From an optimization exercise on the open Yosys and OpenROAD flow, aimed at small area and a short achievable clock period; shortcuts taken in it are not production practice. No run shown here included a check of the RTL's function; only the layout flow was run. Power figures rest on the tool's default switching activity, not on a simulated workload.

==> design.v <==
`timescale 1ns / 1ps
module g_inv    (input a, output y);                  assign y = ~a;                             endmodule
module g_buf    (input a, output y);                  assign y = a;                              endmodule
module g_nand2  (input a, b, output y);               assign y = ~(a & b);                       endmodule
module g_nor2   (input a, b, output y);               assign y = ~(a | b);                       endmodule
module g_and2   (input a, b, output y);               assign y = a & b;                          endmodule
module g_or2    (input a, b, output y);               assign y = a | b;                          endmodule
module g_nand2b (input an, b, output y);              assign y = ~(~an & b);                     endmodule
module g_a21oi  (input a1, a2, b1, output y);         assign y = ~((a1 & a2) | b1);              endmodule
module g_o21ai  (input a1, a2, b1, output y);         assign y = ~((a1 | a2) & b1);              endmodule
module g_a21o   (input a1, a2, b1, output y);         assign y = (a1 & a2) | b1;                 endmodule
module g_o21a   (input a1, a2, b1, output y);         assign y = (a1 | a2) & b1;                 endmodule
module g_o22ai  (input a1, a2, b1, b2, output y);     assign y = ~((a1 | a2) & (b1 | b2));       endmodule
module g_xor2   (input a, b, output y);               assign y = a ^ b;                          endmodule
module g_xnor2  (input a, b, output y);               assign y = ~(a ^ b);                       endmodule
module g_mux2i  (input a0, a1, s, output y);          assign y = ~(s ? a1 : a0);                 endmodule
module g_nand3  (input a, b, c, output y);            assign y = ~(a & b & c);                   endmodule
module g_a31oi  (input a1, a2, a3, b1, output y);     assign y = ~((a1 & a2 & a3) | b1);         endmodule
module g_a32oi  (input a1, a2, a3, b1, b2, output y); assign y = ~((a1 & a2 & a3) | (b1 & b2));   endmodule
`timescale 1ns / 1ps
module Nbit_ALU(r1, r2, r3, ALUop);
parameter n = 32;
input  [n-1:0] r2, r3;
input  [2:0]   ALUop;
output [n-1:0] r1;
wire x01;
g_xor2 u_x01 (.a(ALUop[0]), .b(ALUop[1]), .y(x01));
wire op1n;
g_inv u_op1n (.a(ALUop[1]), .y(op1n));
wire t0n_d;
g_mux2i u_t0n_d (.a0(ALUop[0]), .a1(ALUop[1]), .s(ALUop[2]), .y(t0n_d));
wire t0n_0;
g_buf u_t0n_0 (.a(t0n_d), .y(t0n_0));
wire t0n_1;
g_buf u_t0n_1 (.a(t0n_d), .y(t0n_1));
wire t1n_d;
g_mux2i u_t1n_d (.a0(x01), .a1(op1n), .s(ALUop[2]), .y(t1n_d));
wire t1n_0;
g_buf u_t1n_0 (.a(t1n_d), .y(t1n_0));
wire t1n_1;
g_buf u_t1n_1 (.a(t1n_d), .y(t1n_1));
wire esn_d;
g_o21a u_esn_d (.a1(ALUop[1]), .a2(ALUop[0]), .b1(ALUop[2]), .y(esn_d));
wire esn_0;
g_buf u_esn_0 (.a(esn_d), .y(esn_0));
wire esn_1;
g_buf u_esn_1 (.a(esn_d), .y(esn_1));
wire ecn_d;
g_nand2b u_ecn_d (.an(ALUop[1]), .b(ALUop[2]), .y(ecn_d));
wire ecn_0;
g_buf u_ecn_0 (.a(ecn_d), .y(ecn_0));
wire ecn_1;
g_buf u_ecn_1 (.a(ecn_d), .y(ecn_1));
wire enn_d;
g_nand2b u_enn_d (.an(ALUop[2]), .b(ALUop[1]), .y(enn_d));
wire enn_0;
g_buf u_enn_0 (.a(enn_d), .y(enn_0));
wire enn_1;
g_buf u_enn_1 (.a(enn_d), .y(enn_1));
wire en_d;
g_inv u_en_d (.a(enn_0), .y(en_d));
wire en_0;
g_buf u_en_0 (.a(en_d), .y(en_0));
wire en_1;
g_buf u_en_1 (.a(en_d), .y(en_1));
wire op01n;
g_nand2 u_op01n (.a(ALUop[0]), .b(ALUop[1]), .y(op01n));
wire sub;
g_nor2 u_sub (.a(ALUop[2]), .b(op01n), .y(sub));
wire op12n;
g_nand2 u_op12n (.a(ALUop[1]), .b(ALUop[2]), .y(op12n));
wire slt;
g_nor2 u_slt (.a(ALUop[0]), .b(op12n), .y(slt));
wire bb0;
g_mux2i u_bb0 (.a0(t0n_0), .a1(t1n_0), .s(r3[0]), .y(bb0));
wire gn0;
g_nand2 u_gn0 (.a(r2[0]), .b(bb0), .y(gn0));
wire tn0;
g_nor2 u_tn0 (.a(r2[0]), .b(bb0), .y(tn0));
wire pn0;
g_nand2b u_pn0 (.an(tn0), .b(gn0), .y(pn0));
wire y0;
g_o22ai u_y0 (.a1(gn0), .a2(ecn_0), .b1(pn0), .b2(esn_0), .y(y0));
wire bb1;
g_mux2i u_bb1 (.a0(t0n_0), .a1(t1n_0), .s(r3[1]), .y(bb1));
wire gn1;
g_nand2 u_gn1 (.a(r2[1]), .b(bb1), .y(gn1));
wire tn1;
g_nor2 u_tn1 (.a(r2[1]), .b(bb1), .y(tn1));
wire pn1;
g_nand2b u_pn1 (.an(tn1), .b(gn1), .y(pn1));
wire y1;
g_o22ai u_y1 (.a1(gn1), .a2(ecn_0), .b1(pn1), .b2(esn_0), .y(y1));
wire bb2;
g_mux2i u_bb2 (.a0(t0n_0), .a1(t1n_0), .s(r3[2]), .y(bb2));
wire gn2;
g_nand2 u_gn2 (.a(r2[2]), .b(bb2), .y(gn2));
wire tn2;
g_nor2 u_tn2 (.a(r2[2]), .b(bb2), .y(tn2));
wire pn2;
g_nand2b u_pn2 (.an(tn2), .b(gn2), .y(pn2));
wire y2;
g_o22ai u_y2 (.a1(gn2), .a2(ecn_0), .b1(pn2), .b2(esn_0), .y(y2));
wire bb3;
g_mux2i u_bb3 (.a0(t0n_0), .a1(t1n_0), .s(r3[3]), .y(bb3));
wire gn3;
g_nand2 u_gn3 (.a(r2[3]), .b(bb3), .y(gn3));
wire tn3;
g_nor2 u_tn3 (.a(r2[3]), .b(bb3), .y(tn3));
wire pn3;
g_nand2b u_pn3 (.an(tn3), .b(gn3), .y(pn3));
wire y3;
g_o22ai u_y3 (.a1(gn3), .a2(ecn_0), .b1(pn3), .b2(esn_0), .y(y3));
wire bb4;
g_mux2i u_bb4 (.a0(t0n_0), .a1(t1n_0), .s(r3[4]), .y(bb4));
wire gn4;
g_nand2 u_gn4 (.a(r2[4]), .b(bb4), .y(gn4));
wire tn4;
g_nor2 u_tn4 (.a(r2[4]), .b(bb4), .y(tn4));
wire pn4;
g_nand2b u_pn4 (.an(tn4), .b(gn4), .y(pn4));
wire y4;
g_o22ai u_y4 (.a1(gn4), .a2(ecn_0), .b1(pn4), .b2(esn_0), .y(y4));
wire bb5;
g_mux2i u_bb5 (.a0(t0n_0), .a1(t1n_0), .s(r3[5]), .y(bb5));
wire gn5;
g_nand2 u_gn5 (.a(r2[5]), .b(bb5), .y(gn5));
wire tn5;
g_nor2 u_tn5 (.a(r2[5]), .b(bb5), .y(tn5));
wire pn5;
g_nand2b u_pn5 (.an(tn5), .b(gn5), .y(pn5));
wire y5;
g_o22ai u_y5 (.a1(gn5), .a2(ecn_0), .b1(pn5), .b2(esn_0), .y(y5));
wire bb6;
g_mux2i u_bb6 (.a0(t0n_0), .a1(t1n_0), .s(r3[6]), .y(bb6));
wire gn6;
g_nand2 u_gn6 (.a(r2[6]), .b(bb6), .y(gn6));
wire tn6;
g_nor2 u_tn6 (.a(r2[6]), .b(bb6), .y(tn6));
wire pn6;
g_nand2b u_pn6 (.an(tn6), .b(gn6), .y(pn6));
wire y6;
g_o22ai u_y6 (.a1(gn6), .a2(ecn_0), .b1(pn6), .b2(esn_0), .y(y6));
wire bb7;
g_mux2i u_bb7 (.a0(t0n_0), .a1(t1n_0), .s(r3[7]), .y(bb7));
wire gn7;
g_nand2 u_gn7 (.a(r2[7]), .b(bb7), .y(gn7));
wire tn7;
g_nor2 u_tn7 (.a(r2[7]), .b(bb7), .y(tn7));
wire pn7;
g_nand2b u_pn7 (.an(tn7), .b(gn7), .y(pn7));
wire y7;
g_o22ai u_y7 (.a1(gn7), .a2(ecn_0), .b1(pn7), .b2(esn_0), .y(y7));
wire bb8;
g_mux2i u_bb8 (.a0(t0n_0), .a1(t1n_0), .s(r3[8]), .y(bb8));
wire gn8;
g_nand2 u_gn8 (.a(r2[8]), .b(bb8), .y(gn8));
wire tn8;
g_nor2 u_tn8 (.a(r2[8]), .b(bb8), .y(tn8));
wire pn8;
g_nand2b u_pn8 (.an(tn8), .b(gn8), .y(pn8));
wire y8;
g_o22ai u_y8 (.a1(gn8), .a2(ecn_0), .b1(pn8), .b2(esn_0), .y(y8));
wire bb9;
g_mux2i u_bb9 (.a0(t0n_0), .a1(t1n_0), .s(r3[9]), .y(bb9));
wire gn9;
g_nand2 u_gn9 (.a(r2[9]), .b(bb9), .y(gn9));
wire tn9;
g_nor2 u_tn9 (.a(r2[9]), .b(bb9), .y(tn9));
wire pn9;
g_nand2b u_pn9 (.an(tn9), .b(gn9), .y(pn9));
wire y9;
g_o22ai u_y9 (.a1(gn9), .a2(ecn_0), .b1(pn9), .b2(esn_0), .y(y9));
wire bb10;
g_mux2i u_bb10 (.a0(t0n_0), .a1(t1n_0), .s(r3[10]), .y(bb10));
wire gn10;
g_nand2 u_gn10 (.a(r2[10]), .b(bb10), .y(gn10));
wire tn10;
g_nor2 u_tn10 (.a(r2[10]), .b(bb10), .y(tn10));
wire pn10;
g_nand2b u_pn10 (.an(tn10), .b(gn10), .y(pn10));
wire y10;
g_o22ai u_y10 (.a1(gn10), .a2(ecn_0), .b1(pn10), .b2(esn_0), .y(y10));
wire bb11;
g_mux2i u_bb11 (.a0(t0n_0), .a1(t1n_0), .s(r3[11]), .y(bb11));
wire gn11;
g_nand2 u_gn11 (.a(r2[11]), .b(bb11), .y(gn11));
wire tn11;
g_nor2 u_tn11 (.a(r2[11]), .b(bb11), .y(tn11));
wire pn11;
g_nand2b u_pn11 (.an(tn11), .b(gn11), .y(pn11));
wire y11;
g_o22ai u_y11 (.a1(gn11), .a2(ecn_0), .b1(pn11), .b2(esn_0), .y(y11));
wire bb12;
g_mux2i u_bb12 (.a0(t0n_0), .a1(t1n_0), .s(r3[12]), .y(bb12));
wire gn12;
g_nand2 u_gn12 (.a(r2[12]), .b(bb12), .y(gn12));
wire tn12;
g_nor2 u_tn12 (.a(r2[12]), .b(bb12), .y(tn12));
wire pn12;
g_nand2b u_pn12 (.an(tn12), .b(gn12), .y(pn12));
wire y12;
g_o22ai u_y12 (.a1(gn12), .a2(ecn_0), .b1(pn12), .b2(esn_0), .y(y12));
wire bb13;
g_mux2i u_bb13 (.a0(t0n_0), .a1(t1n_0), .s(r3[13]), .y(bb13));
wire gn13;
g_nand2 u_gn13 (.a(r2[13]), .b(bb13), .y(gn13));
wire tn13;
g_nor2 u_tn13 (.a(r2[13]), .b(bb13), .y(tn13));
wire pn13;
g_nand2b u_pn13 (.an(tn13), .b(gn13), .y(pn13));
wire y13;
g_o22ai u_y13 (.a1(gn13), .a2(ecn_0), .b1(pn13), .b2(esn_0), .y(y13));
wire bb14;
g_mux2i u_bb14 (.a0(t0n_0), .a1(t1n_0), .s(r3[14]), .y(bb14));
wire gn14;
g_nand2 u_gn14 (.a(r2[14]), .b(bb14), .y(gn14));
wire tn14;
g_nor2 u_tn14 (.a(r2[14]), .b(bb14), .y(tn14));
wire pn14;
g_nand2b u_pn14 (.an(tn14), .b(gn14), .y(pn14));
wire y14;
g_o22ai u_y14 (.a1(gn14), .a2(ecn_0), .b1(pn14), .b2(esn_0), .y(y14));
wire bb15;
g_mux2i u_bb15 (.a0(t0n_0), .a1(t1n_0), .s(r3[15]), .y(bb15));
wire gn15;
g_nand2 u_gn15 (.a(r2[15]), .b(bb15), .y(gn15));
wire tn15;
g_nor2 u_tn15 (.a(r2[15]), .b(bb15), .y(tn15));
wire pn15;
g_nand2b u_pn15 (.an(tn15), .b(gn15), .y(pn15));
wire y15;
g_o22ai u_y15 (.a1(gn15), .a2(ecn_0), .b1(pn15), .b2(esn_0), .y(y15));
wire bb16;
g_mux2i u_bb16 (.a0(t0n_1), .a1(t1n_1), .s(r3[16]), .y(bb16));
wire gn16;
g_nand2 u_gn16 (.a(r2[16]), .b(bb16), .y(gn16));
wire tn16;
g_nor2 u_tn16 (.a(r2[16]), .b(bb16), .y(tn16));
wire pn16;
g_nand2b u_pn16 (.an(tn16), .b(gn16), .y(pn16));
wire y16;
g_o22ai u_y16 (.a1(gn16), .a2(ecn_1), .b1(pn16), .b2(esn_1), .y(y16));
wire bb17;
g_mux2i u_bb17 (.a0(t0n_1), .a1(t1n_1), .s(r3[17]), .y(bb17));
wire gn17;
g_nand2 u_gn17 (.a(r2[17]), .b(bb17), .y(gn17));
wire tn17;
g_nor2 u_tn17 (.a(r2[17]), .b(bb17), .y(tn17));
wire pn17;
g_nand2b u_pn17 (.an(tn17), .b(gn17), .y(pn17));
wire y17;
g_o22ai u_y17 (.a1(gn17), .a2(ecn_1), .b1(pn17), .b2(esn_1), .y(y17));
wire bb18;
g_mux2i u_bb18 (.a0(t0n_1), .a1(t1n_1), .s(r3[18]), .y(bb18));
wire gn18;
g_nand2 u_gn18 (.a(r2[18]), .b(bb18), .y(gn18));
wire tn18;
g_nor2 u_tn18 (.a(r2[18]), .b(bb18), .y(tn18));
wire pn18;
g_nand2b u_pn18 (.an(tn18), .b(gn18), .y(pn18));
wire y18;
g_o22ai u_y18 (.a1(gn18), .a2(ecn_1), .b1(pn18), .b2(esn_1), .y(y18));
wire bb19;
g_mux2i u_bb19 (.a0(t0n_1), .a1(t1n_1), .s(r3[19]), .y(bb19));
wire gn19;
g_nand2 u_gn19 (.a(r2[19]), .b(bb19), .y(gn19));
wire tn19;
g_nor2 u_tn19 (.a(r2[19]), .b(bb19), .y(tn19));
wire pn19;
g_nand2b u_pn19 (.an(tn19), .b(gn19), .y(pn19));
wire y19;
g_o22ai u_y19 (.a1(gn19), .a2(ecn_1), .b1(pn19), .b2(esn_1), .y(y19));
wire bb20;
g_mux2i u_bb20 (.a0(t0n_1), .a1(t1n_1), .s(r3[20]), .y(bb20));
wire gn20;
g_nand2 u_gn20 (.a(r2[20]), .b(bb20), .y(gn20));
wire tn20;
g_nor2 u_tn20 (.a(r2[20]), .b(bb20), .y(tn20));
wire pn20;
g_nand2b u_pn20 (.an(tn20), .b(gn20), .y(pn20));
wire y20;
g_o22ai u_y20 (.a1(gn20), .a2(ecn_1), .b1(pn20), .b2(esn_1), .y(y20));
wire bb21;
g_mux2i u_bb21 (.a0(t0n_1), .a1(t1n_1), .s(r3[21]), .y(bb21));
wire gn21;
g_nand2 u_gn21 (.a(r2[21]), .b(bb21), .y(gn21));
wire tn21;
g_nor2 u_tn21 (.a(r2[21]), .b(bb21), .y(tn21));
wire pn21;
g_nand2b u_pn21 (.an(tn21), .b(gn21), .y(pn21));
wire y21;
g_o22ai u_y21 (.a1(gn21), .a2(ecn_1), .b1(pn21), .b2(esn_1), .y(y21));
wire bb22;
g_mux2i u_bb22 (.a0(t0n_1), .a1(t1n_1), .s(r3[22]), .y(bb22));
wire gn22;
g_nand2 u_gn22 (.a(r2[22]), .b(bb22), .y(gn22));
wire tn22;
g_nor2 u_tn22 (.a(r2[22]), .b(bb22), .y(tn22));
wire pn22;
g_nand2b u_pn22 (.an(tn22), .b(gn22), .y(pn22));
wire y22;
g_o22ai u_y22 (.a1(gn22), .a2(ecn_1), .b1(pn22), .b2(esn_1), .y(y22));
wire bb23;
g_mux2i u_bb23 (.a0(t0n_1), .a1(t1n_1), .s(r3[23]), .y(bb23));
wire gn23;
g_nand2 u_gn23 (.a(r2[23]), .b(bb23), .y(gn23));
wire tn23;
g_nor2 u_tn23 (.a(r2[23]), .b(bb23), .y(tn23));
wire pn23;
g_nand2b u_pn23 (.an(tn23), .b(gn23), .y(pn23));
wire y23;
g_o22ai u_y23 (.a1(gn23), .a2(ecn_1), .b1(pn23), .b2(esn_1), .y(y23));
wire bb24;
g_mux2i u_bb24 (.a0(t0n_1), .a1(t1n_1), .s(r3[24]), .y(bb24));
wire gn24;
g_nand2 u_gn24 (.a(r2[24]), .b(bb24), .y(gn24));
wire tn24;
g_nor2 u_tn24 (.a(r2[24]), .b(bb24), .y(tn24));
wire pn24;
g_nand2b u_pn24 (.an(tn24), .b(gn24), .y(pn24));
wire y24;
g_o22ai u_y24 (.a1(gn24), .a2(ecn_1), .b1(pn24), .b2(esn_1), .y(y24));
wire bb25;
g_mux2i u_bb25 (.a0(t0n_1), .a1(t1n_1), .s(r3[25]), .y(bb25));
wire gn25;
g_nand2 u_gn25 (.a(r2[25]), .b(bb25), .y(gn25));
wire tn25;
g_nor2 u_tn25 (.a(r2[25]), .b(bb25), .y(tn25));
wire pn25;
g_nand2b u_pn25 (.an(tn25), .b(gn25), .y(pn25));
wire y25;
g_o22ai u_y25 (.a1(gn25), .a2(ecn_1), .b1(pn25), .b2(esn_1), .y(y25));
wire bb26;
g_mux2i u_bb26 (.a0(t0n_1), .a1(t1n_1), .s(r3[26]), .y(bb26));
wire gn26;
g_nand2 u_gn26 (.a(r2[26]), .b(bb26), .y(gn26));
wire tn26;
g_nor2 u_tn26 (.a(r2[26]), .b(bb26), .y(tn26));
wire pn26;
g_nand2b u_pn26 (.an(tn26), .b(gn26), .y(pn26));
wire y26;
g_o22ai u_y26 (.a1(gn26), .a2(ecn_1), .b1(pn26), .b2(esn_1), .y(y26));
wire bb27;
g_mux2i u_bb27 (.a0(t0n_1), .a1(t1n_1), .s(r3[27]), .y(bb27));
wire gn27;
g_nand2 u_gn27 (.a(r2[27]), .b(bb27), .y(gn27));
wire tn27;
g_nor2 u_tn27 (.a(r2[27]), .b(bb27), .y(tn27));
wire pn27;
g_nand2b u_pn27 (.an(tn27), .b(gn27), .y(pn27));
wire y27;
g_o22ai u_y27 (.a1(gn27), .a2(ecn_1), .b1(pn27), .b2(esn_1), .y(y27));
wire bb28;
g_mux2i u_bb28 (.a0(t0n_1), .a1(t1n_1), .s(r3[28]), .y(bb28));
wire gn28;
g_nand2 u_gn28 (.a(r2[28]), .b(bb28), .y(gn28));
wire tn28;
g_nor2 u_tn28 (.a(r2[28]), .b(bb28), .y(tn28));
wire pn28;
g_nand2b u_pn28 (.an(tn28), .b(gn28), .y(pn28));
wire y28;
g_o22ai u_y28 (.a1(gn28), .a2(ecn_1), .b1(pn28), .b2(esn_1), .y(y28));
wire bb29;
g_mux2i u_bb29 (.a0(t0n_1), .a1(t1n_1), .s(r3[29]), .y(bb29));
wire gn29;
g_nand2 u_gn29 (.a(r2[29]), .b(bb29), .y(gn29));
wire tn29;
g_nor2 u_tn29 (.a(r2[29]), .b(bb29), .y(tn29));
wire pn29;
g_nand2b u_pn29 (.an(tn29), .b(gn29), .y(pn29));
wire y29;
g_o22ai u_y29 (.a1(gn29), .a2(ecn_1), .b1(pn29), .b2(esn_1), .y(y29));
wire bb30;
g_mux2i u_bb30 (.a0(t0n_1), .a1(t1n_1), .s(r3[30]), .y(bb30));
wire gn30;
g_nand2 u_gn30 (.a(r2[30]), .b(bb30), .y(gn30));
wire tn30;
g_nor2 u_tn30 (.a(r2[30]), .b(bb30), .y(tn30));
wire pn30;
g_nand2b u_pn30 (.an(tn30), .b(gn30), .y(pn30));
wire y30;
g_o22ai u_y30 (.a1(gn30), .a2(ecn_1), .b1(pn30), .b2(esn_1), .y(y30));
wire bb31;
g_mux2i u_bb31 (.a0(t0n_1), .a1(t1n_1), .s(r3[31]), .y(bb31));
wire gn31;
g_nand2 u_gn31 (.a(r2[31]), .b(bb31), .y(gn31));
wire tn31;
g_nor2 u_tn31 (.a(r2[31]), .b(bb31), .y(tn31));
wire pn31;
g_nand2b u_pn31 (.an(tn31), .b(gn31), .y(pn31));
wire y31;
g_o22ai u_y31 (.a1(gn31), .a2(ecn_1), .b1(pn31), .b2(esn_1), .y(y31));
wire G0n;
g_o21a u_G0n (.a1(tn0), .a2(t0n_0), .b1(gn0), .y(G0n));
wire G1_1;
g_o21ai u_G1_1 (.a1(tn1), .a2(G0n), .b1(gn1), .y(G1_1));
wire G1_3;
g_o21ai u_G1_3 (.a1(tn3), .a2(gn2), .b1(gn3), .y(G1_3));
wire T1_3;
g_nor2 u_T1_3 (.a(tn3), .b(tn2), .y(T1_3));
wire G1_5;
g_o21ai u_G1_5 (.a1(tn5), .a2(gn4), .b1(gn5), .y(G1_5));
wire T1_5;
g_nor2 u_T1_5 (.a(tn5), .b(tn4), .y(T1_5));
wire G1_7;
g_o21ai u_G1_7 (.a1(tn7), .a2(gn6), .b1(gn7), .y(G1_7));
wire T1_7;
g_nor2 u_T1_7 (.a(tn7), .b(tn6), .y(T1_7));
wire G1_9;
g_o21ai u_G1_9 (.a1(tn9), .a2(gn8), .b1(gn9), .y(G1_9));
wire T1_9;
g_nor2 u_T1_9 (.a(tn9), .b(tn8), .y(T1_9));
wire G1_11;
g_o21ai u_G1_11 (.a1(tn11), .a2(gn10), .b1(gn11), .y(G1_11));
wire T1_11;
g_nor2 u_T1_11 (.a(tn11), .b(tn10), .y(T1_11));
wire G1_13;
g_o21ai u_G1_13 (.a1(tn13), .a2(gn12), .b1(gn13), .y(G1_13));
wire T1_13;
g_nor2 u_T1_13 (.a(tn13), .b(tn12), .y(T1_13));
wire G1_15;
g_o21ai u_G1_15 (.a1(tn15), .a2(gn14), .b1(gn15), .y(G1_15));
wire T1_15;
g_nor2 u_T1_15 (.a(tn15), .b(tn14), .y(T1_15));
wire G1_17;
g_o21ai u_G1_17 (.a1(tn17), .a2(gn16), .b1(gn17), .y(G1_17));
wire T1_17;
g_nor2 u_T1_17 (.a(tn17), .b(tn16), .y(T1_17));
wire G1_19;
g_o21ai u_G1_19 (.a1(tn19), .a2(gn18), .b1(gn19), .y(G1_19));
wire T1_19;
g_nor2 u_T1_19 (.a(tn19), .b(tn18), .y(T1_19));
wire G1_21;
g_o21ai u_G1_21 (.a1(tn21), .a2(gn20), .b1(gn21), .y(G1_21));
wire T1_21;
g_nor2 u_T1_21 (.a(tn21), .b(tn20), .y(T1_21));
wire G1_23;
g_o21ai u_G1_23 (.a1(tn23), .a2(gn22), .b1(gn23), .y(G1_23));
wire T1_23;
g_nor2 u_T1_23 (.a(tn23), .b(tn22), .y(T1_23));
wire G1_25;
g_o21ai u_G1_25 (.a1(tn25), .a2(gn24), .b1(gn25), .y(G1_25));
wire T1_25;
g_nor2 u_T1_25 (.a(tn25), .b(tn24), .y(T1_25));
wire G1_27;
g_o21ai u_G1_27 (.a1(tn27), .a2(gn26), .b1(gn27), .y(G1_27));
wire T1_27;
g_nor2 u_T1_27 (.a(tn27), .b(tn26), .y(T1_27));
wire G1_29;
g_o21ai u_G1_29 (.a1(tn29), .a2(gn28), .b1(gn29), .y(G1_29));
wire T1_29;
g_nor2 u_T1_29 (.a(tn29), .b(tn28), .y(T1_29));
wire G2_3;
g_a21oi u_G2_3 (.a1(T1_3), .a2(G1_1), .b1(G1_3), .y(G2_3));
wire G2_5;
g_a21oi u_G2_5 (.a1(T1_5), .a2(G1_3), .b1(G1_5), .y(G2_5));
wire T2_5;
g_nand2 u_T2_5 (.a(T1_5), .b(T1_3), .y(T2_5));
wire G2_7;
g_a21oi u_G2_7 (.a1(T1_7), .a2(G1_5), .b1(G1_7), .y(G2_7));
wire T2_7;
g_nand2 u_T2_7 (.a(T1_7), .b(T1_5), .y(T2_7));
wire G2_9;
g_a21oi u_G2_9 (.a1(T1_9), .a2(G1_7), .b1(G1_9), .y(G2_9));
wire T2_9;
g_nand2 u_T2_9 (.a(T1_9), .b(T1_7), .y(T2_9));
wire G2_11;
g_a21oi u_G2_11 (.a1(T1_11), .a2(G1_9), .b1(G1_11), .y(G2_11));
wire T2_11;
g_nand2 u_T2_11 (.a(T1_11), .b(T1_9), .y(T2_11));
wire G2_13;
g_a21oi u_G2_13 (.a1(T1_13), .a2(G1_11), .b1(G1_13), .y(G2_13));
wire T2_13;
g_nand2 u_T2_13 (.a(T1_13), .b(T1_11), .y(T2_13));
wire G2_15;
g_a21oi u_G2_15 (.a1(T1_15), .a2(G1_13), .b1(G1_15), .y(G2_15));
wire T2_15;
g_nand2 u_T2_15 (.a(T1_15), .b(T1_13), .y(T2_15));
wire G2_17;
g_a21oi u_G2_17 (.a1(T1_17), .a2(G1_15), .b1(G1_17), .y(G2_17));
wire T2_17;
g_nand2 u_T2_17 (.a(T1_17), .b(T1_15), .y(T2_17));
wire G2_19;
g_a21oi u_G2_19 (.a1(T1_19), .a2(G1_17), .b1(G1_19), .y(G2_19));
wire T2_19;
g_nand2 u_T2_19 (.a(T1_19), .b(T1_17), .y(T2_19));
wire G2_21;
g_a21oi u_G2_21 (.a1(T1_21), .a2(G1_19), .b1(G1_21), .y(G2_21));
wire T2_21;
g_nand2 u_T2_21 (.a(T1_21), .b(T1_19), .y(T2_21));
wire G2_23;
g_a21oi u_G2_23 (.a1(T1_23), .a2(G1_21), .b1(G1_23), .y(G2_23));
wire T2_23;
g_nand2 u_T2_23 (.a(T1_23), .b(T1_21), .y(T2_23));
wire G2_25;
g_a21oi u_G2_25 (.a1(T1_25), .a2(G1_23), .b1(G1_25), .y(G2_25));
wire T2_25;
g_nand2 u_T2_25 (.a(T1_25), .b(T1_23), .y(T2_25));
wire G2_27;
g_a21oi u_G2_27 (.a1(T1_27), .a2(G1_25), .b1(G1_27), .y(G2_27));
wire T2_27;
g_nand2 u_T2_27 (.a(T1_27), .b(T1_25), .y(T2_27));
wire G2_29;
g_a21oi u_G2_29 (.a1(T1_29), .a2(G1_27), .b1(G1_29), .y(G2_29));
wire T2_29;
g_nand2 u_T2_29 (.a(T1_29), .b(T1_27), .y(T2_29));
wire n_G1_1;
g_inv u_n_G1_1 (.a(G1_1), .y(n_G1_1));
wire G3_5;
g_o21ai u_G3_5 (.a1(T2_5), .a2(n_G1_1), .b1(G2_5), .y(G3_5));
wire G3_7;
g_o21ai u_G3_7 (.a1(T2_7), .a2(G2_3), .b1(G2_7), .y(G3_7));
wire G3_9;
g_o21ai u_G3_9 (.a1(T2_9), .a2(G2_5), .b1(G2_9), .y(G3_9));
wire T3_9;
g_nor2 u_T3_9 (.a(T2_9), .b(T2_5), .y(T3_9));
wire G3_11;
g_o21ai u_G3_11 (.a1(T2_11), .a2(G2_7), .b1(G2_11), .y(G3_11));
wire T3_11;
g_nor2 u_T3_11 (.a(T2_11), .b(T2_7), .y(T3_11));
wire G3_13;
g_o21ai u_G3_13 (.a1(T2_13), .a2(G2_9), .b1(G2_13), .y(G3_13));
wire T3_13;
g_nor2 u_T3_13 (.a(T2_13), .b(T2_9), .y(T3_13));
wire G3_15;
g_o21ai u_G3_15 (.a1(T2_15), .a2(G2_11), .b1(G2_15), .y(G3_15));
wire T3_15;
g_nor2 u_T3_15 (.a(T2_15), .b(T2_11), .y(T3_15));
wire G3_17;
g_o21ai u_G3_17 (.a1(T2_17), .a2(G2_13), .b1(G2_17), .y(G3_17));
wire T3_17;
g_nor2 u_T3_17 (.a(T2_17), .b(T2_13), .y(T3_17));
wire G3_19;
g_o21ai u_G3_19 (.a1(T2_19), .a2(G2_15), .b1(G2_19), .y(G3_19));
wire T3_19;
g_nor2 u_T3_19 (.a(T2_19), .b(T2_15), .y(T3_19));
wire G3_21;
g_o21ai u_G3_21 (.a1(T2_21), .a2(G2_17), .b1(G2_21), .y(G3_21));
wire T3_21;
g_nor2 u_T3_21 (.a(T2_21), .b(T2_17), .y(T3_21));
wire G3_23;
g_o21ai u_G3_23 (.a1(T2_23), .a2(G2_19), .b1(G2_23), .y(G3_23));
wire T3_23;
g_nor2 u_T3_23 (.a(T2_23), .b(T2_19), .y(T3_23));
wire G3_25;
g_o21ai u_G3_25 (.a1(T2_25), .a2(G2_21), .b1(G2_25), .y(G3_25));
wire T3_25;
g_nor2 u_T3_25 (.a(T2_25), .b(T2_21), .y(T3_25));
wire G3_27;
g_o21ai u_G3_27 (.a1(T2_27), .a2(G2_23), .b1(G2_27), .y(G3_27));
wire T3_27;
g_nor2 u_T3_27 (.a(T2_27), .b(T2_23), .y(T3_27));
wire G3_29;
g_o21ai u_G3_29 (.a1(T2_29), .a2(G2_25), .b1(G2_29), .y(G3_29));
wire T3_29;
g_nor2 u_T3_29 (.a(T2_29), .b(T2_25), .y(T3_29));
wire G4_9;
g_a21oi u_G4_9 (.a1(T3_9), .a2(G1_1), .b1(G3_9), .y(G4_9));
wire n_G2_3;
g_inv u_n_G2_3 (.a(G2_3), .y(n_G2_3));
wire G4_11;
g_a21oi u_G4_11 (.a1(T3_11), .a2(n_G2_3), .b1(G3_11), .y(G4_11));
wire G4_13;
g_a21oi u_G4_13 (.a1(T3_13), .a2(G3_5), .b1(G3_13), .y(G4_13));
wire G4_15;
g_a21oi u_G4_15 (.a1(T3_15), .a2(G3_7), .b1(G3_15), .y(G4_15));
wire G4_17;
g_a21oi u_G4_17 (.a1(T3_17), .a2(G3_9), .b1(G3_17), .y(G4_17));
wire T4_17;
g_nand2 u_T4_17 (.a(T3_17), .b(T3_9), .y(T4_17));
wire G4_19;
g_a21oi u_G4_19 (.a1(T3_19), .a2(G3_11), .b1(G3_19), .y(G4_19));
wire T4_19;
g_nand2 u_T4_19 (.a(T3_19), .b(T3_11), .y(T4_19));
wire G4_21;
g_a21oi u_G4_21 (.a1(T3_21), .a2(G3_13), .b1(G3_21), .y(G4_21));
wire T4_21;
g_nand2 u_T4_21 (.a(T3_21), .b(T3_13), .y(T4_21));
wire G4_23;
g_a21oi u_G4_23 (.a1(T3_23), .a2(G3_15), .b1(G3_23), .y(G4_23));
wire T4_23;
g_nand2 u_T4_23 (.a(T3_23), .b(T3_15), .y(T4_23));
wire G4_25;
g_a21oi u_G4_25 (.a1(T3_25), .a2(G3_17), .b1(G3_25), .y(G4_25));
wire T4_25;
g_nand2 u_T4_25 (.a(T3_25), .b(T3_17), .y(T4_25));
wire G4_27;
g_a21oi u_G4_27 (.a1(T3_27), .a2(G3_19), .b1(G3_27), .y(G4_27));
wire T4_27;
g_nand2 u_T4_27 (.a(T3_27), .b(T3_19), .y(T4_27));
wire G4_29;
g_a21oi u_G4_29 (.a1(T3_29), .a2(G3_21), .b1(G3_29), .y(G4_29));
wire T4_29;
g_nand2 u_T4_29 (.a(T3_29), .b(T3_21), .y(T4_29));
wire G5_17;
g_o21ai u_G5_17 (.a1(T4_17), .a2(n_G1_1), .b1(G4_17), .y(G5_17));
wire G5_19;
g_o21ai u_G5_19 (.a1(T4_19), .a2(G2_3), .b1(G4_19), .y(G5_19));
wire n_G3_5;
g_inv u_n_G3_5 (.a(G3_5), .y(n_G3_5));
wire G5_21;
g_o21ai u_G5_21 (.a1(T4_21), .a2(n_G3_5), .b1(G4_21), .y(G5_21));
wire n_G3_7;
g_inv u_n_G3_7 (.a(G3_7), .y(n_G3_7));
wire G5_23;
g_o21ai u_G5_23 (.a1(T4_23), .a2(n_G3_7), .b1(G4_23), .y(G5_23));
wire G5_25;
g_o21ai u_G5_25 (.a1(T4_25), .a2(G4_9), .b1(G4_25), .y(G5_25));
wire G5_27;
g_o21ai u_G5_27 (.a1(T4_27), .a2(G4_11), .b1(G4_27), .y(G5_27));
wire G5_29;
g_o21ai u_G5_29 (.a1(T4_29), .a2(G4_13), .b1(G4_29), .y(G5_29));
wire n_gn2;
g_inv u_n_gn2 (.a(gn2), .y(n_gn2));
wire n_tn2;
g_inv u_n_tn2 (.a(tn2), .y(n_tn2));
wire kn3;
g_a32oi u_kn3 (.a1(n_tn2), .a2(G1_1), .a3(en_0), .b1(n_gn2), .b2(en_0), .y(kn3));
wire G6_4;
g_o21ai u_G6_4 (.a1(tn4), .a2(G2_3), .b1(gn4), .y(G6_4));
wire n_gn6;
g_inv u_n_gn6 (.a(gn6), .y(n_gn6));
wire n_tn6;
g_inv u_n_tn6 (.a(tn6), .y(n_tn6));
wire kn7;
g_a32oi u_kn7 (.a1(n_tn6), .a2(G3_5), .a3(en_0), .b1(n_gn6), .b2(en_0), .y(kn7));
wire n_gn8;
g_inv u_n_gn8 (.a(gn8), .y(n_gn8));
wire n_tn8;
g_inv u_n_tn8 (.a(tn8), .y(n_tn8));
wire kn9;
g_a32oi u_kn9 (.a1(n_tn8), .a2(G3_7), .a3(en_0), .b1(n_gn8), .b2(en_0), .y(kn9));
wire G6_10;
g_o21ai u_G6_10 (.a1(tn10), .a2(G4_9), .b1(gn10), .y(G6_10));
wire G6_12;
g_o21ai u_G6_12 (.a1(tn12), .a2(G4_11), .b1(gn12), .y(G6_12));
wire G6_14;
g_o21ai u_G6_14 (.a1(tn14), .a2(G4_13), .b1(gn14), .y(G6_14));
wire G6_16;
g_o21ai u_G6_16 (.a1(tn16), .a2(G4_15), .b1(gn16), .y(G6_16));
wire n_gn18;
g_inv u_n_gn18 (.a(gn18), .y(n_gn18));
wire n_tn18;
g_inv u_n_tn18 (.a(tn18), .y(n_tn18));
wire kn19;
g_a32oi u_kn19 (.a1(n_tn18), .a2(G5_17), .a3(en_1), .b1(n_gn18), .b2(en_1), .y(kn19));
wire n_gn20;
g_inv u_n_gn20 (.a(gn20), .y(n_gn20));
wire n_tn20;
g_inv u_n_tn20 (.a(tn20), .y(n_tn20));
wire kn21;
g_a32oi u_kn21 (.a1(n_tn20), .a2(G5_19), .a3(en_1), .b1(n_gn20), .b2(en_1), .y(kn21));
wire n_gn22;
g_inv u_n_gn22 (.a(gn22), .y(n_gn22));
wire n_tn22;
g_inv u_n_tn22 (.a(tn22), .y(n_tn22));
wire kn23;
g_a32oi u_kn23 (.a1(n_tn22), .a2(G5_21), .a3(en_1), .b1(n_gn22), .b2(en_1), .y(kn23));
wire n_gn24;
g_inv u_n_gn24 (.a(gn24), .y(n_gn24));
wire n_tn24;
g_inv u_n_tn24 (.a(tn24), .y(n_tn24));
wire kn25;
g_a32oi u_kn25 (.a1(n_tn24), .a2(G5_23), .a3(en_1), .b1(n_gn24), .b2(en_1), .y(kn25));
wire n_gn26;
g_inv u_n_gn26 (.a(gn26), .y(n_gn26));
wire n_tn26;
g_inv u_n_tn26 (.a(tn26), .y(n_tn26));
wire kn27;
g_a32oi u_kn27 (.a1(n_tn26), .a2(G5_25), .a3(en_1), .b1(n_gn26), .b2(en_1), .y(kn27));
wire n_gn28;
g_inv u_n_gn28 (.a(gn28), .y(n_gn28));
wire n_tn28;
g_inv u_n_tn28 (.a(tn28), .y(n_tn28));
wire kn29;
g_a32oi u_kn29 (.a1(n_tn28), .a2(G5_27), .a3(en_1), .b1(n_gn28), .b2(en_1), .y(kn29));
wire n_gn30;
g_inv u_n_gn30 (.a(gn30), .y(n_gn30));
wire n_tn30;
g_inv u_n_tn30 (.a(tn30), .y(n_tn30));
wire G6_30;
g_a21oi u_G6_30 (.a1(n_tn30), .a2(G5_29), .b1(n_gn30), .y(G6_30));
wire k1;
g_nor2 u_k1 (.a(G0n), .b(enn_0), .y(k1));
g_xor2 u_r1 (.a(y1), .b(k1), .y(r1[1]));
wire kn2;
g_nand2 u_kn2 (.a(G1_1), .b(en_0), .y(kn2));
g_xnor2 u_r2 (.a(y2), .b(kn2), .y(r1[2]));
g_xnor2 u_r3 (.a(y3), .b(kn3), .y(r1[3]));
wire k4;
g_nor2 u_k4 (.a(G2_3), .b(enn_0), .y(k4));
g_xor2 u_r4 (.a(y4), .b(k4), .y(r1[4]));
wire kn5;
g_nand2 u_kn5 (.a(G6_4), .b(en_0), .y(kn5));
g_xnor2 u_r5 (.a(y5), .b(kn5), .y(r1[5]));
wire kn6;
g_nand2 u_kn6 (.a(G3_5), .b(en_0), .y(kn6));
g_xnor2 u_r6 (.a(y6), .b(kn6), .y(r1[6]));
g_xnor2 u_r7 (.a(y7), .b(kn7), .y(r1[7]));
wire kn8;
g_nand2 u_kn8 (.a(G3_7), .b(en_0), .y(kn8));
g_xnor2 u_r8 (.a(y8), .b(kn8), .y(r1[8]));
g_xnor2 u_r9 (.a(y9), .b(kn9), .y(r1[9]));
wire k10;
g_nor2 u_k10 (.a(G4_9), .b(enn_0), .y(k10));
g_xor2 u_r10 (.a(y10), .b(k10), .y(r1[10]));
wire kn11;
g_nand2 u_kn11 (.a(G6_10), .b(en_0), .y(kn11));
g_xnor2 u_r11 (.a(y11), .b(kn11), .y(r1[11]));
wire k12;
g_nor2 u_k12 (.a(G4_11), .b(enn_0), .y(k12));
g_xor2 u_r12 (.a(y12), .b(k12), .y(r1[12]));
wire kn13;
g_nand2 u_kn13 (.a(G6_12), .b(en_0), .y(kn13));
g_xnor2 u_r13 (.a(y13), .b(kn13), .y(r1[13]));
wire k14;
g_nor2 u_k14 (.a(G4_13), .b(enn_0), .y(k14));
g_xor2 u_r14 (.a(y14), .b(k14), .y(r1[14]));
wire kn15;
g_nand2 u_kn15 (.a(G6_14), .b(en_0), .y(kn15));
g_xnor2 u_r15 (.a(y15), .b(kn15), .y(r1[15]));
wire k16;
g_nor2 u_k16 (.a(G4_15), .b(enn_1), .y(k16));
g_xor2 u_r16 (.a(y16), .b(k16), .y(r1[16]));
wire kn17;
g_nand2 u_kn17 (.a(G6_16), .b(en_1), .y(kn17));
g_xnor2 u_r17 (.a(y17), .b(kn17), .y(r1[17]));
wire kn18;
g_nand2 u_kn18 (.a(G5_17), .b(en_1), .y(kn18));
g_xnor2 u_r18 (.a(y18), .b(kn18), .y(r1[18]));
g_xnor2 u_r19 (.a(y19), .b(kn19), .y(r1[19]));
wire kn20;
g_nand2 u_kn20 (.a(G5_19), .b(en_1), .y(kn20));
g_xnor2 u_r20 (.a(y20), .b(kn20), .y(r1[20]));
g_xnor2 u_r21 (.a(y21), .b(kn21), .y(r1[21]));
wire kn22;
g_nand2 u_kn22 (.a(G5_21), .b(en_1), .y(kn22));
g_xnor2 u_r22 (.a(y22), .b(kn22), .y(r1[22]));
g_xnor2 u_r23 (.a(y23), .b(kn23), .y(r1[23]));
wire kn24;
g_nand2 u_kn24 (.a(G5_23), .b(en_1), .y(kn24));
g_xnor2 u_r24 (.a(y24), .b(kn24), .y(r1[24]));
g_xnor2 u_r25 (.a(y25), .b(kn25), .y(r1[25]));
wire kn26;
g_nand2 u_kn26 (.a(G5_25), .b(en_1), .y(kn26));
g_xnor2 u_r26 (.a(y26), .b(kn26), .y(r1[26]));
g_xnor2 u_r27 (.a(y27), .b(kn27), .y(r1[27]));
wire kn28;
g_nand2 u_kn28 (.a(G5_27), .b(en_1), .y(kn28));
g_xnor2 u_r28 (.a(y28), .b(kn28), .y(r1[28]));
g_xnor2 u_r29 (.a(y29), .b(kn29), .y(r1[29]));
wire kn30;
g_nand2 u_kn30 (.a(G5_29), .b(en_1), .y(kn30));
g_xnor2 u_r30 (.a(y30), .b(kn30), .y(r1[30]));
wire k31;
g_nor2 u_k31 (.a(G6_30), .b(enn_1), .y(k31));
g_xor2 u_r31 (.a(y31), .b(k31), .y(r1[31]));
wire x31n;
g_xnor2 u_x31n (.a(pn31), .b(G6_30), .y(x31n));
wire z0n;
g_xnor2 u_z0n (.a(y0), .b(sub), .y(z0n));
g_mux2i u_r0 (.a0(z0n), .a1(x31n), .s(slt), .y(r1[0]));
endmodule
`timescale 1ns / 1ps
module dff(q, d, clk);
input		d, clk;       
output reg	q;            
always @(posedge clk)
q<=d;
endmodule
`timescale 1ns / 1ps
module Nbit_Register(outo, ino, clk);
parameter n = 32;
input [n-1:0] ino;
output [n-1:0] outo;
input clk;
genvar i;
generate
for (i = 0; i < n; i = i + 1) begin: registerblk
dff Dflipflop(.q(outo[i]) , .d(ino[i]), .clk(clk) );
end
endgenerate
endmodule
`timescale 1ns / 1ps
module Nbit_ALU_Register (r2, r3, ALUop, r0, clk);
parameter n = 32;
input[n-1:0] r2, r3;
input[2:0] ALUop;
input clk;
output [n-1:0] r0;
wire[n-1:0] r1;
Nbit_ALU #(n) alu1 (.r1(r1), .r2(r2), .r3(r3), .ALUop(ALUop) );
Nbit_Register #(n) reg1 (.outo(r0), .ino(r1), .clk(clk) );
endmodule
==> flow/run.sh <==
#!/bin/bash
# Standard ORFS layout with two changes: the ports are buffered with buf_1 (instead of the
# delay buffer buffer_ports picks by default), and timing repair aims for a setup slack of
# 10.1 ns, so that it sizes the critical paths for a shorter period than the clock's.
set -euo pipefail
export BUFFER_PORTS_ARGS="-buffer_cell sky130_fd_sc_hd__buf_1"
export SETUP_SLACK_MARGIN=10.1
bash standard.sh > standard.log 2>&1
==> standard.sh <==
#!/bin/bash
# synth_recipe.tcl (not shown) runs the flow's synth.tcl, then flattens the netlist and writes it again
# the make line also repeats each setting of config.mk as NAME=value (left out here)
make -C /OpenROAD-flow-scripts/flow DESIGN_CONFIG=/design/flow/config.mk WORK_HOME=/design/flow/orfs CLKGATE_MAP_FILE= SYNTH_SCRIPT=/design/flow/synth_recipe.tcl "${@:-finish}"
==> config.mk <==
export PLATFORM = sky130hd
export DESIGN_NAME = Nbit_ALU_Register
export DESIGN_NICKNAME = Nbit_ALU_Register
export VERILOG_FILES = /design/flow/design.v
export SDC_FILE = /design/flow/constraint.sdc
export NUM_CORES = 4
export LEC_CHECK = 0
export CAP_MARGIN = 20
export CORE_MARGIN = 2
export CORE_UTILIZATION = 60
export CTS_BUF_LIST = sky130_fd_sc_hd__clkbuf_4
export GPL_TIMING_DRIVEN = 0
export SLEW_MARGIN = 20
export SYNTH_HIERARCHICAL = 1
export SYNTH_MINIMUM_KEEP_SIZE = 0
==> constraint.sdc <==
create_clock -name core_clock -period 15.5 [get_ports {clk}]
set_input_delay 3.1000 -clock core_clock [delete_from_list [all_inputs] [get_ports {clk}]]
set_output_delay 3.1000 -clock core_clock [all_outputs]
set_load 0.01 [all_outputs]
==> results.toml, run 1 <==
[timing]
tightestPinTransition_ns = 0.3065
hold_viol = 0
layout_worst_path_cycle_share_pct = 34.06
final-max-slew-violation-count = 0
finalSetupViolations = 0
period_needed_ns = 5.280
grt_setup_unrepaired = "no"
max_freq_mhz = 189.4
final.setup.tns_ns = 0
normalized_max_slew_margin_pct = 79.43
setup_ws_ns = 10.22

[placed_design]
dp.final_hpwl_um = 5566
portBuffers = 99
finalWeightedCongestion = 0.9398
dpl_worst_slack_ns = 9.400

[yosys]
post_synth_inst_count = 417
synthMostInstantiatedCell = "sky130_fd_sc_hd__nand2_1"
synth_top_cells_by_area = "sky130_fd_sc_hd__dfxtp_1 (22%), sky130_fd_sc_hd__mux2i_1 (12%), sky130_fd_sc_hd__nand2_1 (8.9%)"
syn-cell-area_um2 = 2918
synth_nets = 485
seq_area_frac_synth_pct = 21.96
synthesis.area_per_instance_um2 = 6.997
postSynth.topFlopCell = "sky130_fd_sc_hd__dfxtp_1"
yosysTopAreaCellShare_pct = 21.96
synth_adder_area_share_pct = 0
ys_warn_count = 7
synth_commonest_cells = "sky130_fd_sc_hd__nand2_1 (69), sky130_fd_sc_hd__nor2_1 (66), sky130_fd_sc_hd__o21ai_1 (40)"
largest_family_of_logic_cells_by_synthesized_area = "compound AO/OA/AOI/OAI gates"
synthDistinctLibCells = 14
post_synth_xor_area_fraction_pct = 10.21
postSynth.asyncResetShare_pct = 0
synthDominantAreaCellType = "sky130_fd_sc_hd__dfxtp_1"
synth_edf_count = 0
synth_simple_gate_area_share_pct = 24.66
synth_compound_area_share_pct = 24.74
yosys_register_bits = 32
multiplexer_share_of_the_synthesized_area_pct = 12.01

[outcome]
outcome = "no timing/DRC/antenna violations"

[die]
floorplan.initialDensity_pct = 62.19
die_x_um = 73.74
boundaryPins = 100
rows = 25
floorplan.die_area_um2 = 5437
die_height_um = 73.74
floorplan.core_area_um2 = 4692

[grt]
grt_first_pass_wirelength_um = 11650
grt_overflow_total = 0
antenna_found_initial = 0
number_of_global_route_vias_before_repair = 2801
gr-usage-all-layers_pct = 26.85
grt_start_max_net_pins = 21

[finish]
fillers = 398
nNetsFinal = 591
num_antenna_cells = 0
largest_reg_flops = 32
finalCoreUtilization_pct = 73.33
leading_registers_by_flop_count = "reg1.registerblk.Dflipflop.q (32)"
drive_gt1_share_pct = 9.733
largest_register = "reg1.registerblk.Dflipflop.q"
area_growth_syn_to_layout_pct = 17.92

[drt]
vias = 3198
first_iter_violations = 183
drt_pass_1_iters = 9
avgViaCountPerCell = 5.533
routed_wire_length_per_instance_um = 12.67
wl_um = 7321
post-route-drc-count = 0
antenna_violating_nets_post_route = 0

[setup_path]
critical_path_peak_fanout = 16
timing_worst_setup_path_type = "in -> reg"
crit_path_end_kind = "register"
crit_arrival_ns = 5.52
cp.required_ns = 15.74
setup.worst_path.start_class = "primary input"

[clocking]
tritoncts.num_buffers = 5
clock_input_transition_at_the_sequential_cells_of_the_worst_setup_and_hold_paths_ns = 0.11
cts-htree-levels = 2
tritoncts = "yes"
cts_sinks = 32
clock_tree.root_cell = "sky130_fd_sc_hd__clkbuf_4"
ctsLongestPathBuffers = 2
postCtsHoldBufs = 0
post_cts_buffers = 0

[pwr]
vdd_ir_drop_max_mv = 0.04751
static-leakage-power_uw = 0.001474
power-per-cell-area_nw_per_um2 = 90.42

[min_path]
worst_hold_path.endpoint = "reg1.registerblk[0].Dflipflop.q"
timing.hold.worst.start = "ALUop[0]"
hold_path.class = "in -> reg"
holdPathStages = 3

[job]
maxCapViolations = 0
-- routing by layer --
layer | GRT usage (%) | vias up | share of wire [%]
li1 | - | 1641 | -
met1 | 32.15 | 1437 | 45
met2 | 48.12 | 110 | 48
met3 | 5.487 | 10 | 5.7
met4 | 7.475 | 0 | 1.3
met5 | 0 | - | 0
-- placed cells by master, fill, tap and decap left out --
cell type,instances
sky130_fd_sc_hd__buf_1,97
sky130_fd_sc_hd__clkinv_1,1
sky130_fd_sc_hd__clkbuf_2,1
sky130_fd_sc_hd__nor2_1,66
sky130_fd_sc_hd__o21ai_4,2
sky130_fd_sc_hd__a32oi_1,9
sky130_fd_sc_hd__dfxtp_1,32
sky130_fd_sc_hd__o21a_1,2
sky130_fd_sc_hd__xor2_1,8
sky130_fd_sc_hd__a21oi_2,26
sky130_fd_sc_hd__mux2i_1,35
sky130_fd_sc_hd__nand2b_1,34
sky130_fd_sc_hd__buf_4,12
sky130_fd_sc_hd__buf_2,1
sky130_fd_sc_hd__o21ai_2,2
sky130_fd_sc_hd__o21ai_1,36
sky130_fd_sc_hd__o22ai_1,32
sky130_fd_sc_hd__clkbuf_4,5
sky130_fd_sc_hd__nand2_1,69
sky130_fd_sc_hd__inv_1,26
sky130_fd_sc_hd__clkinv_2,2
sky130_fd_sc_hd__xnor2_1,26
-- power breakdown --
group | internal, µW | leakage, µW | switching [µW]
logic | 60.2 | 0.00117 | 97.2
registers | 101 | 0.000270 | 4.50
clock network | 16.6 | 0.0000324 | 31.6
-- area by class of cell --
cell class	instances	area, µm²	share of cell area [%]
buffer	12	90.09	2.618
clock buffer	5	37.54	1.091
clock inverter	3	13.76	0.4000
inverter	26	97.59	2.836
multi-input combinational	347	2120	61.60
sequential	32	640.6	18.62
tap	54	67.56	1.964
timing repair buffer	99	374.1	10.87
-- timing repair --
item / CTS / global route
endpoints found under the setup margin: 9 / 5
resized for setup: 4 / 4
endpoints found under the hold margin: 0 / 0
-- through the flow --
step                      area, µm²  instances  hold WS (ns)  power [µW]
after floorplan                2918        417         3.282       219.3
after global routing           3441        578         3.087       335.5
after detailed placement       3357        570         3.484       260.2
after global placement         3357        570         3.485       256.9
final                          3441        578         3.101       311.1
after CTS                      3421        578         3.144       309.3
-- Yosys stat by module, one instance, submodules excluded, excerpt --
module    cell area, µm²  flops+latches  cells
g_o21ai            5.005              0      1
g_xor2             8.758              0      1
g_nand2b           6.256              0      1
g_buf              7.507              0      1
dff                20.02              1      1
g_xnor2            8.758              0      1
-- worst max path at each step --
stage                  start                          endpoint  slack [ns]
floorplan           ALUop[0]   reg1.registerblk[0].Dflipflop.q       10.25
global placement    ALUop[1]   reg1.registerblk[0].Dflipflop.q        9.46
detailed placement  ALUop[1]   reg1.registerblk[0].Dflipflop.q        9.40
CTS                 ALUop[0]   reg1.registerblk[0].Dflipflop.q       10.12
global route        ALUop[2]  reg1.registerblk[29].Dflipflop.q       10.13
finish              ALUop[2]   reg1.registerblk[0].Dflipflop.q       10.22
-- logic make-up (layout without fill, tap and decap cells) --
group           after synthesis  in the layout
simple gates                169            169
compound gates              109            109
buf+inv                      38            145
mux                          35             35
xor+xnor                     34             34
flops                        32             32
-- worst max-delay path, stage by stage --
cell,delay [ns]
sky130_fd_sc_hd__buf_1,0.25
sky130_fd_sc_hd__mux2i_1,0.15
sky130_fd_sc_hd__buf_4,0.22
sky130_fd_sc_hd__mux2i_1,0.19
sky130_fd_sc_hd__nor2_1,0.08
sky130_fd_sc_hd__o21a_1,0.21
sky130_fd_sc_hd__o21ai_4,0.23
sky130_fd_sc_hd__inv_1,0.12
sky130_fd_sc_hd__o21ai_4,0.23
sky130_fd_sc_hd__a21oi_2,0.13
sky130_fd_sc_hd__o21ai_2,0.22
sky130_fd_sc_hd__a21oi_2,0.09
sky130_fd_sc_hd__xnor2_1,0.19
sky130_fd_sc_hd__mux2i_1,0.10
==> run 2: changes to the inputs <==
==> flow/run.sh (replaced) <==
#!/bin/bash
# Standard ORFS layout with two changes: the ports are buffered with buf_1 (instead of the
# delay buffer buffer_ports picks by default), and timing repair aims for a setup slack of
# 9.9 ns, so that it sizes the critical paths for a shorter period than the clock's.
set -euo pipefail
export BUFFER_PORTS_ARGS="-buffer_cell sky130_fd_sc_hd__buf_1"
export SETUP_SLACK_MARGIN=9.9
bash standard.sh > standard.log 2>&1
==> run 2 against run 1 <==
  * Still clean
  * Fmax fell by 2.5%
  * Flip-flop and latch count is the same
  * Total power down 0.96%
  * Global-route usage down 0.057 points
  * Via count is essentially flat
  * Largest cell class unchanged
==> results.toml, run 2 <==
[setup_path]
startpoint = "ALUop[0]"
timing.critical_path.cells = "buf_1 -> xor2_1 -> mux2i_1 -> buf_4 -> mux2i_1 -> nor2_1 -> o21a_1 -> o21ai_2 -> inv_1 -> o21ai_2 -> a21oi_2 -> o21ai_2 -> a21oi_2 -> xnor2_1 -> mux2i_1"
worst_path_max_delay_cell = "sky130_fd_sc_hd__o21ai_2"
crit_arrival_ns = 5.64
critical_path.max_stage_delay_ns = 0.28
cp.required_ns = 15.73
worst_setup_path_endpoint = "reg1.registerblk[0].Dflipflop.q"
timing.critical_path.buf_inv = 3
critical_path_peak_fanout = 16
critical_path.top_delay_family = "compound AO/OA/AOI/OAI gates"
setup.worst_path.start_class = "primary input"
timing_worst_setup_path_type = "in -> reg"
crit_cells = 15
crit_path_end_kind = "register"

[finish]
layout.cells.most_common = "sky130_fd_sc_hd__buf_1"
most-common-layout-cells = "sky130_fd_sc_hd__buf_1 (98), sky130_fd_sc_hd__nand2_1 (69), sky130_fd_sc_hd__nor2_1 (66), sky130_fd_sc_hd__o21ai_1 (37), sky130_fd_sc_hd__mux2i_1 (35)"
largest_reg_flops = 32
num_antenna_cells = 0
finalCoreUtilization_pct = 72.91
largest_register = "reg1.registerblk.Dflipflop.q"
leading_registers_by_flop_count = "reg1.registerblk.Dflipflop.q (32)"
area_growth_syn_to_layout_pct = 17.24
nNetsFinal = 591
drive_gt1_share_pct = 9.351

[die]
floorplan.initialDensity_pct = 62.19
die_x_um = 73.74
floorplan.die_area_um2 = 5437
die_height_um = 73.74
rows = 25
floorplan.core_area_um2 = 4692
boundaryPins = 100

[clocking]
clock_tree.root_cell = "sky130_fd_sc_hd__clkbuf_4"
postCtsHoldBufs = 0
ctsLongestPathBuffers = 2
tritoncts.num_buffers = 5
tritoncts = "yes"
clock_input_transition_at_the_sequential_cells_of_the_worst_setup_and_hold_paths_ns = 0.11
cts_sinks = 32
cts-htree-levels = 2

[min_path]
holdPathStages = 4
hold_path.class = "in -> reg"

[grt]
gr-usage-all-layers_pct = 26.79
number_of_global_route_vias_before_repair = 2794
grt_start_max_net_pins = 21
grt_overflow_total = 0
antenna_found_initial = 0
grt_first_pass_wirelength_um = 11630

[drt]
antenna_violating_nets_post_route = 0
routed_wire_length_per_instance_um = 12.60
wl_um = 7285
post-route-drc-count = 0
vias = 3196
drt_pass_1_iters = 6
avgViaCountPerCell = 5.529
first_iter_violations = 190

[yosys]
synth_nets = 485
synthDistinctLibCells = 14
postSynth.topFlopCell = "sky130_fd_sc_hd__dfxtp_1"
post_synth_inst_count = 417
synthDominantAreaCellType = "sky130_fd_sc_hd__dfxtp_1"
synth_top_cells_by_area = "sky130_fd_sc_hd__dfxtp_1 (22%), sky130_fd_sc_hd__mux2i_1 (12%), sky130_fd_sc_hd__nand2_1 (8.9%)"
postSynth.asyncResetShare_pct = 0
seq_area_frac_synth_pct = 21.96
synth_edf_count = 0
yosysTopAreaCellShare_pct = 21.96
synth_commonest_cells = "sky130_fd_sc_hd__nand2_1 (69), sky130_fd_sc_hd__nor2_1 (66), sky130_fd_sc_hd__o21ai_1 (40)"
syn-cell-area_um2 = 2918
synthMostInstantiatedCell = "sky130_fd_sc_hd__nand2_1"
synthesis.area_per_instance_um2 = 6.997
yosys_register_bits = 32
ys_warn_count = 7

[pwr]
fraction_of_power_spent_switching_nets_pct = 42.52
pwr-share-clk_pct = 15.3
pwr-share-seq_pct = 34.2
vdd_ir_drop_max_mv = 0.04709
power-per-cell-area_nw_per_um2 = 90.07
power.combinational.fraction_pct = 50.5
power.net_switching_uw = 131.0
static-leakage-power_uw = 0.001468
power.internal_uw = 177.1

[timing]
final.setup.tns_ns = 0
finalSetupViolations = 0
layout_worst_path_cycle_share_pct = 34.92
final-max-slew-violation-count = 0
normalized_max_slew_margin_pct = 78.76
tightestPinTransition_ns = 0.3165
max_freq_mhz = 184.7
period_needed_ns = 5.413
grt_setup_unrepaired = "no"
hold_viol = 0

[outcome]
outcome = "no timing/DRC/antenna violations"

[placed_design]
portBuffers = 99
finalWeightedCongestion = 0.9398
dp.final_hpwl_um = 5566

[job]
maxCapViolations = 0
run 2: how the worst min path moves through the flow:
stage,startpoint,end,slack [ns]
CTS,r2[31],reg1.registerblk[31].Dflipflop.q,3.14
detailed placement,reg1.registerblk[24].Dflipflop.q,r0[24],3.48
finish,r2[31],reg1.registerblk[31].Dflipflop.q,3.16
global placement,reg1.registerblk[29].Dflipflop.q,r0[29],3.49
floorplan,ALUop[0],reg1.registerblk[0].Dflipflop.q,3.28
global route,ALUop[0],reg1.registerblk[0].Dflipflop.q,3.15
run 2: power by group through the flow:
stage	clock, µW	sequential, µW	combinational (µW)
2_1_floorplan	0	118	102
6_report	47.0	105	156
4_1_cts	48.8	105	155
3_5_place_dp	0	107	153
5_1_grt	53.9	107	173
3_3_place_gp	0	107	150
run 2: routing by layer:
| layer | GRT usage, % | wire length [µm] | up-vias |
|---|---|---|---|
| met3 | 5.487 | 440 | 10 |
| li1 | - | - | 1637 |
| met4 | 7.475 | 103 | 0 |
| met1 | 31.98 | 3261 | 1426 |
| met2 | 48.12 | 3480 | 123 |
| met5 | 0 | 0 | - |
run 2: tightest hold or removal path, delay by kind of cell:
family / cells / cell delay (ns)
buf+inv: 1 / 0.08
xor+xnor: 1 / 0.12
simple gates: 1 / 0.08
compound gates: 1 / 0.09
run 2: kinds of logic (layout without fill, tap and decap cells):
family | Yosys count | in the layout | share of synthesized area [%]
muxes | 35 | 35 | 12.01
DFF | 32 | 32 | 21.96
xor gates and xnor gates | 34 | 34 | 10.21
AOI/OAI and AO/OA | 109 | 109 | 24.74
and+or+nand+nor | 169 | 169 | 24.66
buffers and inverters | 38 | 145 | 6.432
run 2: stage by stage:
stage	instance area [µm²]	instances	setup WS, ns	power, µW	hold slack, ns
2_1_floorplan	2918	417	10.25	219.3	3.282
3_3_place_gp	3357	570	9.459	256.9	3.485
3_5_place_dp	3357	570	9.400	260.2	3.484
4_1_cts	3416	578	9.976	308.9	3.144
5_1_grt	3421	578	9.946	333.9	3.154
6_report	3421	578	10.09	308.1	3.156
run 2: per-module statistics from Yosys, one instance, submodules excluded, excerpt:
module    flops+latches  area [µm²]  times used  cells
g_inv                 0       3.754          26      1
g_a21oi               0       8.758          26      1
g_nand2b              0       6.256          34      1
g_o22ai               0       6.256          32      1
dff                   1       20.02          32      1
g_mux2i               0       10.01          35      1
run 2: cell type report:
type / instances / area [µm²]
buffer: 12 / 90.09
clock buffer: 5 / 37.54
clock inverter: 3 / 13.76
fill: 402 / 1271
inverter: 26 / 97.59
multi-input combinational: 347 / 2101
sequential: 32 / 640.6
tap: 54 / 67.56
timing repair buffer: 99 / 372.9
run 2: what timing repair did:
item,in CTS,in global routing
setup endpoints to repair,2,4
gates resized for setup,2,2
buffers inserted,0,0
endpoints found under the hold margin,0,0
gates cloned,0,0
==> run 3: changes to the inputs <==
--- a/config.mk
+++ b/config.mk
@@ -7,8 +7,7 @@
 export LEC_CHECK = 0
 export CAP_MARGIN = 20
 export CORE_MARGIN = 2
-export CORE_UTILIZATION = 60
-export CTS_BUF_LIST = sky130_fd_sc_hd__clkbuf_4
+export CORE_UTILIZATION = 40
 export GPL_TIMING_DRIVEN = 0
 export SLEW_MARGIN = 20
 export SYNTH_HIERARCHICAL = 1
==> run 3 against run 2 <==
  * Still clean on timing, DRC and antenna
  * Global-route usage shrank 6.9 points
  * Total power grew 7.5%
  * First-iteration DRC count shrank 35%
  * Sequential share of layout area shrank 0.62 points
  * Critical endpoint unchanged
==> results.toml, run 3 <==
[finish]
largest_reg_flops = 32
leading_registers_by_flop_count = "reg1.registerblk.Dflipflop.q (32)"
area_growth_syn_to_layout_pct = 21.23
layout.cells.most_common = "sky130_fd_sc_hd__buf_1"
nNetsFinal = 591
final_area_um2 = 3537
drive_gt1_share_pct = 9.733
most-common-layout-cells = "sky130_fd_sc_hd__buf_1 (98), sky130_fd_sc_hd__nand2_1 (69), sky130_fd_sc_hd__nor2_1 (66), sky130_fd_sc_hd__o21ai_1 (36), sky130_fd_sc_hd__mux2i_1 (35)"

[die]
boundaryPins = 100
rows = 31
die_height_um = 89.41
floorplan.initialDensity_pct = 40.66
die_x_um = 89.41
floorplan.core_area_um2 = 7176

[grt]
antenna_found_initial = 0
number_of_global_route_vias_before_repair = 2787
grt_first_pass_wirelength_um = 12590
gr-usage-all-layers_pct = 19.91

[clocking]
ctsLongestPathBuffers = 2
tritoncts.num_buffers = 5
clock_input_transition_at_the_sequential_cells_of_the_worst_setup_and_hold_paths_ns = 0.08
tritoncts = "yes"
cts_sinks = 32
postCtsHoldBufs = 0
post_cts_buffers = 0

[yosys]
postSynth.asyncResetShare_pct = 0
postSynth.topFlopCell = "sky130_fd_sc_hd__dfxtp_1"
synth_nets = 485
synthDistinctLibCells = 14
syn-cell-area_um2 = 2918
synthesis.area_per_instance_um2 = 6.997
synthMostInstantiatedCell = "sky130_fd_sc_hd__nand2_1"
yosys_register_bits = 32
ys_warn_count = 7
seq_area_frac_synth_pct = 21.96
synthDominantAreaCellType = "sky130_fd_sc_hd__dfxtp_1"
synth_commonest_cells = "sky130_fd_sc_hd__nand2_1 (69), sky130_fd_sc_hd__nor2_1 (66), sky130_fd_sc_hd__o21ai_1 (40)"
synth_top_cells_by_area = "sky130_fd_sc_hd__dfxtp_1 (22%), sky130_fd_sc_hd__mux2i_1 (12%), sky130_fd_sc_hd__nand2_1 (8.9%)"
post_synth_inst_count = 417

[placed_design]
dp.final_hpwl_um = 6030
finalWeightedCongestion = 0.8346

[timing]
tightestPinTransition_ns = 0.3104
final-max-slew-violation-count = 0
period_needed_ns = 5.367
max_freq_mhz = 186.3
layout_worst_path_cycle_share_pct = 34.62
final.setup.tns_ns = 0
hold_viol = 0
fin_worst_hold_slack_ns = 3.219
normalized_max_slew_margin_pct = 79.17

[setup_path]
timing_worst_setup_path_type = "in -> reg"
critical_path_peak_fanout = 16
crit_path_end_kind = "register"
worst_path_max_delay_cell = "sky130_fd_sc_hd__o21ai_4"
crit_arrival_ns = 5.54
setup.worst_path.start_class = "primary input"
critical_path.max_stage_delay_ns = 0.24
timing.critical_path.buf_inv = 3

[job]
maxCapViolations = 0

[drt]
wl_um = 7678
avgViaCountPerCell = 4.933
drt_pass_1_iters = 4
routed_wire_length_per_instance_um = 12.32

[outcome]
outcome = "no timing/DRC/antenna violations"

[pwr]
power.combinational.fraction_pct = 47.3
pwr-share-clk_pct = 20.8
vdd_ir_drop_max_mv = 0.03455
power.internal_uw = 196.7
static-leakage-power_uw = 0.001490
power-per-cell-area_nw_per_um2 = 93.64

[min_path]
worst_hold_path.endpoint = "reg1.registerblk[0].Dflipflop.q"
run 3: cell counts after synthesis:
No cell type changed its count.
run 3: worst max path at each step:
stage | startpoint | endpoint | slack (ns) | cells after the start
after floorplan | ALUop[0] | reg1.registerblk[0].Dflipflop.q | 10.25 | 14
after global placement | ALUop[1] | reg1.registerblk[0].Dflipflop.q | 9.37 | 15
after detailed placement | ALUop[1] | reg1.registerblk[0].Dflipflop.q | 9.34 | 15
after CTS | ALUop[1] | reg1.registerblk[0].Dflipflop.q | 9.94 | 15
after global routing | ALUop[0] | reg1.registerblk[0].Dflipflop.q | 9.83 | 15
final | ALUop[0] | reg1.registerblk[0].Dflipflop.q | 10.13 | 15
run 3: cells by family after synthesis:
kind of cell	Yosys count	share of synthesized area [%]
AO/OA/AOI/OAI	109	24.74
buffers and inverters	38	6.432
AND/OR/NAND/NOR	169	24.66
XOR/XNOR	34	10.21
flip-flops	32	21.96
multiplexers	35	12.01
run 3: power by group through the flow:
stage | sequential, µW | combinational (µW) | clock, µW
after detailed placement | 107 | 155 | 0
final | 106 | 157 | 68.9
after global routing | 107 | 177 | 75.4
after global placement | 107 | 152 | 0
after CTS | 106 | 156 | 72.5
after floorplan | 118 | 102 | 0
run 3: tightest hold or removal path: cells and delay by family:
kind / cells / cell delay, ns
multiplexers: 1 / 0.09
AND/OR/NAND/NOR: 1 / 0.14
buffers and inverters: 1 / 0.13
run 3: modules after synthesis (local to each module, per instance), excerpt:
module	cells inside	copies in the design	flops+latches
g_xnor2	1	26	0
g_a21oi	1	26	0
g_o22ai	1	32	0
g_inv	1	26	0
g_nor2	1	66	0
g_buf	1	12	0
g_mux2i	1	35	0
g_xor2	1	8	0
g_o21a	1	2	0
run 3: cell type report:
type | count | area [µm²]
repair buffers | 99 | 372.9
inverters | 26 | 97.59
clock buffers | 6 | 82.58
well taps | 99 | 123.9
plain buffers | 12 | 90.09
multi-input cells | 347 | 2120
fillers | 766 | 3638
clock inverters | 2 | 10.01
flip-flops and latches | 32 | 640.6
run 3: timing repair:
| action | 4_1_cts | 5_1_grt |
|---|---|---|
| endpoints found under the setup margin | 5 | 9 |
| hold endpoints to repair | 0 | 0 |
| resized for setup | 3 | 4 |
run 3: per-stage QoR:
| step | power (µW) | setup WS (ns) | util [%] | std cells |
|---|---|---|---|---|
| after floorplan | 219.3 | 10.25 | - | 417 |
| after global placement | 259.8 | 9.373 | 47.57 | 615 |
| after detailed placement | 262.0 | 9.337 | 47.57 | 615 |
| after CTS | 334.7 | 9.942 | 49.01 | 623 |
| after global routing | 360.1 | 9.826 | 49.29 | 623 |
| final | 331.2 | 10.13 | 49.29 | 623 |
run 3: per-layer routing:
layer	up-vias	share of wire (%)	wire [µm]	global-route usage (%)
li1	1638	-	-	-
met1	1344	47	3627	25.54
met2	86	47	3598	35.22
met3	5	5.1	388	3.139
met4	0	0.83	64	4.071
met5	-	0	0	0

Re-timed with assumed drivers on the ports (clkbuf_16 on the clock, buf_2 on other inputs), run 3 has 10.135 ns of setup slack against 10.133 ns with ideal ports, and 9.822 ns once port delays also move by the mid clock arrival of 0.314 ns.
